Background: an optimization exercise with open tools, aiming at small area. Do not read the settings as production practice. Function was checked by simulation only, so behaviour that the tests miss may differ from the original. Power is estimated from default activity; no workload was simulated.

==> delta: inputs <==
==> flow/design.v <==
`timescale 1ns / 1ps
module ButtonController(
    input i_clk,
    input i_reset,
    input i_button,
    output o_button
    );
    reg       r_state;
    reg [6:0] c;
    wire w_active = i_button ^ r_state;
    wire w_term   = ~c[0] & c[1] & c[2] & c[3] & c[4] & ~c[6];
    wire w_pulse  = ~c[0] & ~c[1] & c[2] & c[3] & c[4] & c[5];
    wire w_jump   = w_term & ~r_state;
    wire w_fb     = (c[0] ^ c[6]);
    wire [6:0] w_step = {c[5], c[4], c[3], c[2], (c[1] ^ w_jump), c[0], w_fb};
    assign o_button = w_pulse;
    always @(posedge i_clk or posedge i_reset) begin
        if (i_reset) begin
            r_state <= 1'b0;
            c       <= 7'd120;
        end
        else begin
            if (w_active & w_term) r_state <= ~r_state;
            if (w_pulse) c <= w_active ? 7'd113 : 7'd120;
            else if (w_active) c <= w_step;
        end
    end
endmodule
`timescale 1ns / 1ps
module FanTimerTop(
    input i_clk,
    input i_reset,
    input i_button_R,
    input i_button_L,
    input i_button_D,
    input i_button_U,
    input i_button_C,
    output [3:0] o_FND_Digit,
    output [7:0] o_FND_Font,
    output [2:0] o_fanlight,
    output o_timerlight,
    output o_fan
    );
    wire w_R, w_L, w_D, w_U, w_C;
    ButtonController Button_R(.i_clk(i_clk), .i_reset(i_reset), .i_button(i_button_R), .o_button(w_R));
    ButtonController Button_L(.i_clk(i_clk), .i_reset(i_reset), .i_button(i_button_L), .o_button(w_L));
    ButtonController Button_D(.i_clk(i_clk), .i_reset(i_reset), .i_button(i_button_D), .o_button(w_D));
    ButtonController Button_U(.i_clk(i_clk), .i_reset(i_reset), .i_button(i_button_U), .o_button(w_U));
    ButtonController Button_C(.i_clk(i_clk), .i_reset(i_reset), .i_button(i_button_C), .o_button(w_C));
    wire [1:0] w_pos;
    wire w_tick1s, w_lt222, w_lt444, w_lt666;
    TimeBase TimeBase(.i_clk(i_clk), .i_reset(i_reset), .o_pos(w_pos), .o_tick1s(w_tick1s),
                      .o_lt222(w_lt222), .o_lt444(w_lt444), .o_lt666(w_lt666));
    wire [1:0] w_fan;
    FanLevel FanLevel(.i_clk(i_clk), .i_reset(i_reset), .i_R(w_R), .i_L(w_L), .i_D(w_D), .o_fan(w_fan));
    wire w_active, w_complete;
    wire [3:0] w_rem;
    Timer Timer(.i_clk(i_clk), .i_reset(i_reset), .i_U(w_U), .i_C(w_C), .i_D(w_D), .i_tick(w_tick1s),
                .o_active(w_active), .o_complete(w_complete), .o_rem(w_rem));
    Display Display(.i_pos(w_pos), .i_rem(w_rem), .i_fan(w_fan), .o_digit(o_FND_Digit), .o_font(o_FND_Font));
    wire w_fan_on = ~w_complete;
    assign o_fanlight   = w_fan_on ? {w_fan[1] & w_fan[0], w_fan[1], w_fan[1] | w_fan[0]} : 3'b000;
    assign o_timerlight = w_active;
    reg w_pwm;
    always @(*) begin
        case (w_fan)
            2'd0: w_pwm = 1'b0;
            2'd1: w_pwm = w_lt222;
            2'd2: w_pwm = w_lt444;
            default: w_pwm = w_lt666;
        endcase
    end
    assign o_fan = w_fan_on & w_pwm;
endmodule
module TimeBase(
    input i_clk,
    input i_reset,
    output [1:0] o_pos,
    output o_tick1s,
    output o_lt222, o_lt444, o_lt666
    );
    reg [5:0] r_half;
    reg       r_phase;
    reg [5:0] r_lo;
    reg [4:0] r_hi;
    wire w_half_end = ~r_half[0] & r_half[2] & ~r_half[3] & r_half[5];
    wire w_half_fb  = r_half[0] ^ r_half[5];
    wire w_tick100  = w_half_end & ~r_phase;
    wire w_lo_end   = r_lo[5] & r_lo[4] & r_lo[0];              
    wire w_hi_end   = r_hi[4] & r_hi[1] & r_hi[0];              
    wire w_lo_25    = r_lo[4] & r_lo[3] & ~r_lo[2] & ~r_lo[1] & r_lo[0];
    assign o_tick1s = w_half_end & r_phase & w_lo_25;
    always @(posedge i_clk or posedge i_reset) begin
        if (i_reset) begin
            r_half  <= 6'd9;
            r_phase <= 1'b0;
            r_lo    <= 6'd0;
            r_hi    <= 5'd0;
        end
        else begin
            r_half <= {r_half[4:2], r_half[1] ^ w_half_end, r_half[0], w_half_fb};
            if (w_half_end) r_phase <= ~r_phase;
            if (w_tick100) begin
                if (w_lo_end) begin
                    r_lo <= 6'd0;
                    r_hi <= w_hi_end ? 5'd0 : r_hi + 5'd1;
                end
                else begin
                    r_lo <= r_lo + 6'd1;
                end
            end
        end
    end
    assign o_pos   = {r_lo[1] ^ r_hi[0], r_lo[0]};
    assign o_lt222 = (r_hi < 5'd4)  | ((r_hi == 5'd4)  & (r_lo < 6'd22));
    assign o_lt444 = (r_hi < 5'd8)  | ((r_hi == 5'd8)  & (r_lo < 6'd44));
    assign o_lt666 = (r_hi < 5'd13) | ((r_hi == 5'd13) & (r_lo < 6'd16));
endmodule
module FanLevel(
    input i_clk,
    input i_reset,
    input i_R, i_L, i_D,
    output [1:0] o_fan
    );
    reg [1:0] r_fan;
    assign o_fan = r_fan;
    always @(posedge i_clk or posedge i_reset) begin
        if (i_reset) r_fan <= 2'd0;
        else if (i_D && r_fan != 2'd0) r_fan <= 2'd0;
        else if (i_R && r_fan != 2'd3) r_fan <= r_fan + 2'd1;
        else if (i_L && r_fan != 2'd0) r_fan <= r_fan - 2'd1;
    end
endmodule
module Timer(
    input i_clk,
    input i_reset,
    input i_U, i_C, i_D, i_tick,
    output o_active, o_complete,
    output [3:0] o_rem
    );
    reg [1:0] r_set;
    reg [3:0] r_rem;
    wire w_active = r_set[1] | r_set[0];
    wire w_zero   = ~(r_rem[3] | r_rem[2] | r_rem[1] | r_rem[0]);
    wire w_complete = ~w_active & r_rem[0] & ~r_rem[2];
    wire [1:0] w_next = r_rem[3:2] + 2'd1;
    assign o_active   = w_active;
    assign o_complete = w_complete;
    assign o_rem      = {r_rem[3:1], r_rem[0] & ~w_complete};
    always @(posedge i_clk or posedge i_reset) begin
        if (i_reset) begin
            r_set <= 2'd0;
            r_rem <= 4'd0;
        end
        else if (w_active) begin
            if (w_zero) begin
                r_set <= 2'd0;
                r_rem <= 4'd1;
            end
            else if (i_C) r_rem <= {r_set, r_set};
            else if (i_tick) r_rem <= r_rem - 4'd1;
        end
        else if (w_complete) begin
            if (i_D) r_rem <= 4'd0;
        end
        else if (i_U) r_rem <= {w_next, w_next};
        else if (i_C) r_set <= r_rem[3:2];
    end
endmodule
module Display(
    input [1:0] i_pos,
    input [3:0] i_rem,
    input [1:0] i_fan,
    output [3:0] o_digit,
    output [7:0] o_font
    );
    wire w_tens = i_rem[3] & (i_rem[2] | i_rem[1]);
    wire [3:0] w_ones = {i_rem[3] & ~w_tens, i_rem[2] & (i_rem[1] | ~w_tens), i_rem[1] ^ w_tens, i_rem[0]};
    wire [3:0] w_value = i_pos[1] ? {2'd0, i_fan} : (i_pos[0] ? {3'd0, w_tens} : w_ones);
    reg [7:0] r_font;
    always @(*) begin
        case (w_value)
            4'h0 : r_font = 8'hc0;
            4'h1 : r_font = 8'hf9;
            4'h2 : r_font = 8'ha4;
            4'h3 : r_font = 8'hb0;
            4'h4 : r_font = 8'h99;
            4'h5 : r_font = 8'h92;
            4'h6 : r_font = 8'h82;
            4'h7 : r_font = 8'hf8;
            4'h8 : r_font = 8'h80;
            4'h9 : r_font = 8'h98;
            default: r_font = 8'hff;
        endcase
    end
    assign o_font  = r_font;
    assign o_digit = {~(i_pos[1] & i_pos[0]), 1'b1, i_pos[1] | ~i_pos[0], i_pos[1] | i_pos[0]};
endmodule
==> flow/flow/run.sh <==
#!/bin/bash
# Own layout flow: the standard ORFS flow (standard.sh) with three changes:
#  - synthesis: the ABC area script is flow/abc_area.script (deeper area
#    optimisation) and adders are left to ABC instead of half/full-adder cells;
#    everything before ABC, and so every register, is the standard synthesis's;
#  - ports are buffered with sky130_fd_sc_hd__buf_1;
#  - clock tree synthesis uses clkbuf_4 buffers and inserts no dummy loads.
# Each make run's full output goes to a log file here; ORFS's own per-step logs
# are under orfs/logs.
set -euo pipefail
W=$(pwd)
OVL="$W/scripts_ovl"
mkdir -p "$OVL"
for f in "$FLOW_HOME"/scripts/*; do ln -sfn "$f" "$OVL/"; done
rm -f "$OVL/abc_area.script"
cp "$W/flow/abc_area.script" "$OVL/abc_area.script"

bash standard.sh SCRIPTS_DIR="$OVL" ABC_AREA=1 ADDER_MAP_FILE= synth > "$W/make_synth.log" 2>&1

bash standard.sh \
  BUFFER_PORTS_ARGS="-buffer_cell sky130_fd_sc_hd__buf_1" \
  CTS_ARGS="-sink_clustering_enable -repair_clock_nets -dont_use_dummy_load -buf_list sky130_fd_sc_hd__clkbuf_4 -sink_clustering_size 18" \
  finish > "$W/make_layout.log" 2>&1
==> flow/flow/abc_area.script <==
strash
&get -n
&deepsyn -T 30 -S 2
&put
dch -f
amap
topo
==> flow/standard.sh <==
#!/bin/bash
# synth_recipe.tcl (not shown) runs the flow's synth.tcl, then flattens the netlist and writes it again
# the make line also repeats each setting of config.mk as NAME=value (left out here)
make -C /OpenROAD-flow-scripts/flow DESIGN_CONFIG=/design/flow/config.mk WORK_HOME=/design/flow/orfs CLKGATE_MAP_FILE= SYNTH_SCRIPT=/design/flow/synth_recipe.tcl "${@:-finish}"
==> flow/config.mk <==
export PLATFORM = sky130hd
export DESIGN_NAME = FanTimerTop
export DESIGN_NICKNAME = FanTimerTop
export VERILOG_FILES = /design/flow/design.v
export SDC_FILE = /design/flow/constraint.sdc
export NUM_CORES = 4
export LEC_CHECK = 0
export ABC_AREA = 1
export CAP_MARGIN = 20
export CORE_MARGIN = 2
export CORE_UTILIZATION = 40
export SLEW_MARGIN = 20
==> flow/constraint.sdc <==
create_clock -name core_clock -period 30.0 [get_ports {i_clk}]
set_input_delay 6.0000 -clock core_clock [delete_from_list [all_inputs] [get_ports {i_clk}]]
set_output_delay 6.0000 -clock core_clock [all_outputs]
set_load 0.01 [all_outputs]
==> inputs of onyx, as changes to delta <==
--- a/flow/design.v
+++ b/flow/design.v
@@ -1,29 +1,16 @@
-`timescale 1ns / 1ps
-module ButtonController(
-    input i_clk,
-    input i_reset,
-    input i_button,
-    output o_button
-    );
-    reg       r_state;
-    reg [6:0] c;
-    wire w_active = i_button ^ r_state;
-    wire w_term   = ~c[0] & c[1] & c[2] & c[3] & c[4] & ~c[6];
-    wire w_pulse  = ~c[0] & ~c[1] & c[2] & c[3] & c[4] & c[5];
-    wire w_jump   = w_term & ~r_state;
-    wire w_fb     = (c[0] ^ c[6]);
-    wire [6:0] w_step = {c[5], c[4], c[3], c[2], (c[1] ^ w_jump), c[0], w_fb};
-    assign o_button = w_pulse;
-    always @(posedge i_clk or posedge i_reset) begin
-        if (i_reset) begin
-            r_state <= 1'b0;
-            c       <= 7'd120;
+module ButtonController(input i_clk, input i_reset, input i_button, output o_button);
+    reg r_state; reg [6:0] c; reg r_button;
+    assign o_button = r_button;
+    wire a = i_button ^ r_state;
+    wire term = ~c[0] & ~c[1] & ~c[2] & ~c[3] & c[6];
+    wire fb = ~(c[6] ^ c[3]);
+    wire [6:0] nx = {c[5], c[4] ^ term, c[3:0], fb};
+    always @(posedge i_clk or posedge i_reset)
+        if (i_reset) begin r_state <= 0; c <= 0; r_button <= 0; end
+        else begin
+            r_button <= a & term & r_state;
+            r_state <= r_state ^ (a & term);
+            if (a) c <= nx;
         end
-        else begin
-            if (w_active & w_term) r_state <= ~r_state;
-            if (w_pulse) c <= w_active ? 7'd113 : 7'd120;
-            else if (w_active) c <= w_step;
-        end
-    end
 endmodule
 `timescale 1ns / 1ps
@@ -140,30 +127,35 @@
     );
     reg [1:0] r_set;
+    reg       r_run;
     reg [3:0] r_rem;
-    wire w_active = r_set[1] | r_set[0];
-    wire w_zero   = ~(r_rem[3] | r_rem[2] | r_rem[1] | r_rem[0]);
-    wire w_complete = ~w_active & r_rem[0] & ~r_rem[2];
-    wire [1:0] w_next = r_rem[3:2] + 2'd1;
-    assign o_active   = w_active;
-    assign o_complete = w_complete;
-    assign o_rem      = {r_rem[3:1], r_rem[0] & ~w_complete};
+    wire w_set   = r_set[1] | r_set[0];
+    wire w_zero  = ~(r_rem[3] | r_rem[2] | r_rem[1] | r_rem[0]);
+    wire [1:0] w_set_up = r_set + 2'd1;
+    assign o_active   = r_run & w_set;
+    assign o_complete = r_run & ~w_set;
+    assign o_rem      = r_rem;
     always @(posedge i_clk or posedge i_reset) begin
         if (i_reset) begin
             r_set <= 2'd0;
+            r_run <= 1'b0;
             r_rem <= 4'd0;
         end
-        else if (w_active) begin
-            if (w_zero) begin
-                r_set <= 2'd0;
-                r_rem <= 4'd1;
+        else if (!r_run) begin
+            if (i_U) begin
+                r_set <= w_set_up;
+                r_rem <= {w_set_up, w_set_up};
             end
+            else if (i_C && w_set) begin
+                r_run <= 1'b1;
+            end
+        end
+        else if (w_set) begin
+            if (w_zero) r_set <= 2'd0;
             else if (i_C) r_rem <= {r_set, r_set};
             else if (i_tick) r_rem <= r_rem - 4'd1;
         end
-        else if (w_complete) begin
-            if (i_D) r_rem <= 4'd0;
+        else begin
+            if (i_D) r_run <= 1'b0;
         end
-        else if (i_U) r_rem <= {w_next, w_next};
-        else if (i_C) r_set <= r_rem[3:2];
     end
 endmodule
==> flow/run.sh (new file) <==
#!/bin/bash
# synth_recipe.tcl (not shown) runs the flow's synth.tcl, then flattens the netlist and writes it again
# the make line also repeats each setting of config.mk as NAME=value (left out here)
make -C /OpenROAD-flow-scripts/flow DESIGN_CONFIG=/design/flow/config.mk WORK_HOME=/design/flow/orfs CLKGATE_MAP_FILE= SYNTH_SCRIPT=/design/flow/synth_recipe.tcl finish
removed: flow/flow/run.sh
removed: flow/flow/abc_area.script
removed: flow/standard.sh
==> inputs of ember, as changes to delta <==
--- a/flow/design.v
+++ b/flow/design.v
@@ -1,29 +1,16 @@
-`timescale 1ns / 1ps
-module ButtonController(
-    input i_clk,
-    input i_reset,
-    input i_button,
-    output o_button
-    );
-    reg       r_state;
-    reg [6:0] c;
-    wire w_active = i_button ^ r_state;
-    wire w_term   = ~c[0] & c[1] & c[2] & c[3] & c[4] & ~c[6];
-    wire w_pulse  = ~c[0] & ~c[1] & c[2] & c[3] & c[4] & c[5];
-    wire w_jump   = w_term & ~r_state;
-    wire w_fb     = (c[0] ^ c[6]);
-    wire [6:0] w_step = {c[5], c[4], c[3], c[2], (c[1] ^ w_jump), c[0], w_fb};
-    assign o_button = w_pulse;
-    always @(posedge i_clk or posedge i_reset) begin
-        if (i_reset) begin
-            r_state <= 1'b0;
-            c       <= 7'd120;
+module ButtonController(input i_clk, input i_reset, input i_button, output o_button);
+    reg r_state; reg [6:0] c; reg r_button;
+    assign o_button = r_button;
+    wire a = i_button ^ r_state;
+    wire term = ~c[0] & ~c[1] & ~c[2] & ~c[3] & c[6];
+    wire fb = ~(c[6] ^ c[3]);
+    wire [6:0] nx = {c[5], c[4] ^ term, c[3:0], fb};
+    always @(posedge i_clk or posedge i_reset)
+        if (i_reset) begin r_state <= 0; c <= 0; r_button <= 0; end
+        else begin
+            r_button <= a & term & r_state;
+            r_state <= r_state ^ (a & term);
+            if (a) c <= nx;
         end
-        else begin
-            if (w_active & w_term) r_state <= ~r_state;
-            if (w_pulse) c <= w_active ? 7'd113 : 7'd120;
-            else if (w_active) c <= w_step;
-        end
-    end
 endmodule
 `timescale 1ns / 1ps
@@ -140,30 +127,35 @@
     );
     reg [1:0] r_set;
+    reg       r_run;
     reg [3:0] r_rem;
-    wire w_active = r_set[1] | r_set[0];
-    wire w_zero   = ~(r_rem[3] | r_rem[2] | r_rem[1] | r_rem[0]);
-    wire w_complete = ~w_active & r_rem[0] & ~r_rem[2];
-    wire [1:0] w_next = r_rem[3:2] + 2'd1;
-    assign o_active   = w_active;
-    assign o_complete = w_complete;
-    assign o_rem      = {r_rem[3:1], r_rem[0] & ~w_complete};
+    wire w_set   = r_set[1] | r_set[0];
+    wire w_zero  = ~(r_rem[3] | r_rem[2] | r_rem[1] | r_rem[0]);
+    wire [1:0] w_set_up = r_set + 2'd1;
+    assign o_active   = r_run & w_set;
+    assign o_complete = r_run & ~w_set;
+    assign o_rem      = r_rem;
     always @(posedge i_clk or posedge i_reset) begin
         if (i_reset) begin
             r_set <= 2'd0;
+            r_run <= 1'b0;
             r_rem <= 4'd0;
         end
-        else if (w_active) begin
-            if (w_zero) begin
-                r_set <= 2'd0;
-                r_rem <= 4'd1;
+        else if (!r_run) begin
+            if (i_U) begin
+                r_set <= w_set_up;
+                r_rem <= {w_set_up, w_set_up};
             end
+            else if (i_C && w_set) begin
+                r_run <= 1'b1;
+            end
+        end
+        else if (w_set) begin
+            if (w_zero) r_set <= 2'd0;
             else if (i_C) r_rem <= {r_set, r_set};
             else if (i_tick) r_rem <= r_rem - 4'd1;
         end
-        else if (w_complete) begin
-            if (i_D) r_rem <= 4'd0;
+        else begin
+            if (i_D) r_run <= 1'b0;
         end
-        else if (i_U) r_rem <= {w_next, w_next};
-        else if (i_C) r_set <= r_rem[3:2];
     end
 endmodule
--- a/flow/flow/run.sh
+++ b/flow/flow/run.sh
@@ -5,5 +5,5 @@
 #    everything before ABC, and so every register, is the standard synthesis's;
 #  - ports are buffered with sky130_fd_sc_hd__buf_1;
-#  - clock tree synthesis uses clkbuf_4 buffers and inserts no dummy loads.
+#  - clock tree synthesis inserts no dummy loads.
 # Each make run's full output goes to a log file here; ORFS's own per-step logs
 # are under orfs/logs.
==> summary of the runs <==
Between onyx and delta, the lower combinational power is in delta (gap about 50%, measured against delta).
Against ember, the register-to-register slack of delta is lower by 980 ps.
Against onyx, the sequential share of layout area of delta is higher by 8.8 points.
First-iteration DRC count, highest first: delta, onyx, ember.
Core utilization: onyx > delta > ember.
Between delta and onyx, the lower synthesized cell count is in delta (gap 22%, measured against onyx).

afterwards: timing with drivers on the ports:
The flow's constraints put no driver on any port. The routed layouts listed below were extracted and timed again, unchanged, in two steps. Step 1 sets driving cells, clkbuf_16 on the clock port and buf_2 on the other inputs (assumed; they add their load-dependent delay and slew). Step 2, shift: input delay + t, output delay - t, t = (earliest + latest rising clock arrival at the registers) / 2. This alone moves slack from input paths to output paths. a / b / c = no drivers / after step 1 / after step 2; a / b = the first two.
run | shift t [ns] | setup slack, ns | worst data-port slew with drivers (ns) | pins driven straight from the clock port
delta | 0.418 | 21.138 / 21.110 / 21.528 | 0.03 | 1
onyx | 0.371 | 21.104 / 21.074 / 21.445 | 0.03 | 1
ember | 0.414 | 21.205 / 21.175 / 21.589 | 0.03 | 1
After both steps setup and hold are still met in every run listed.
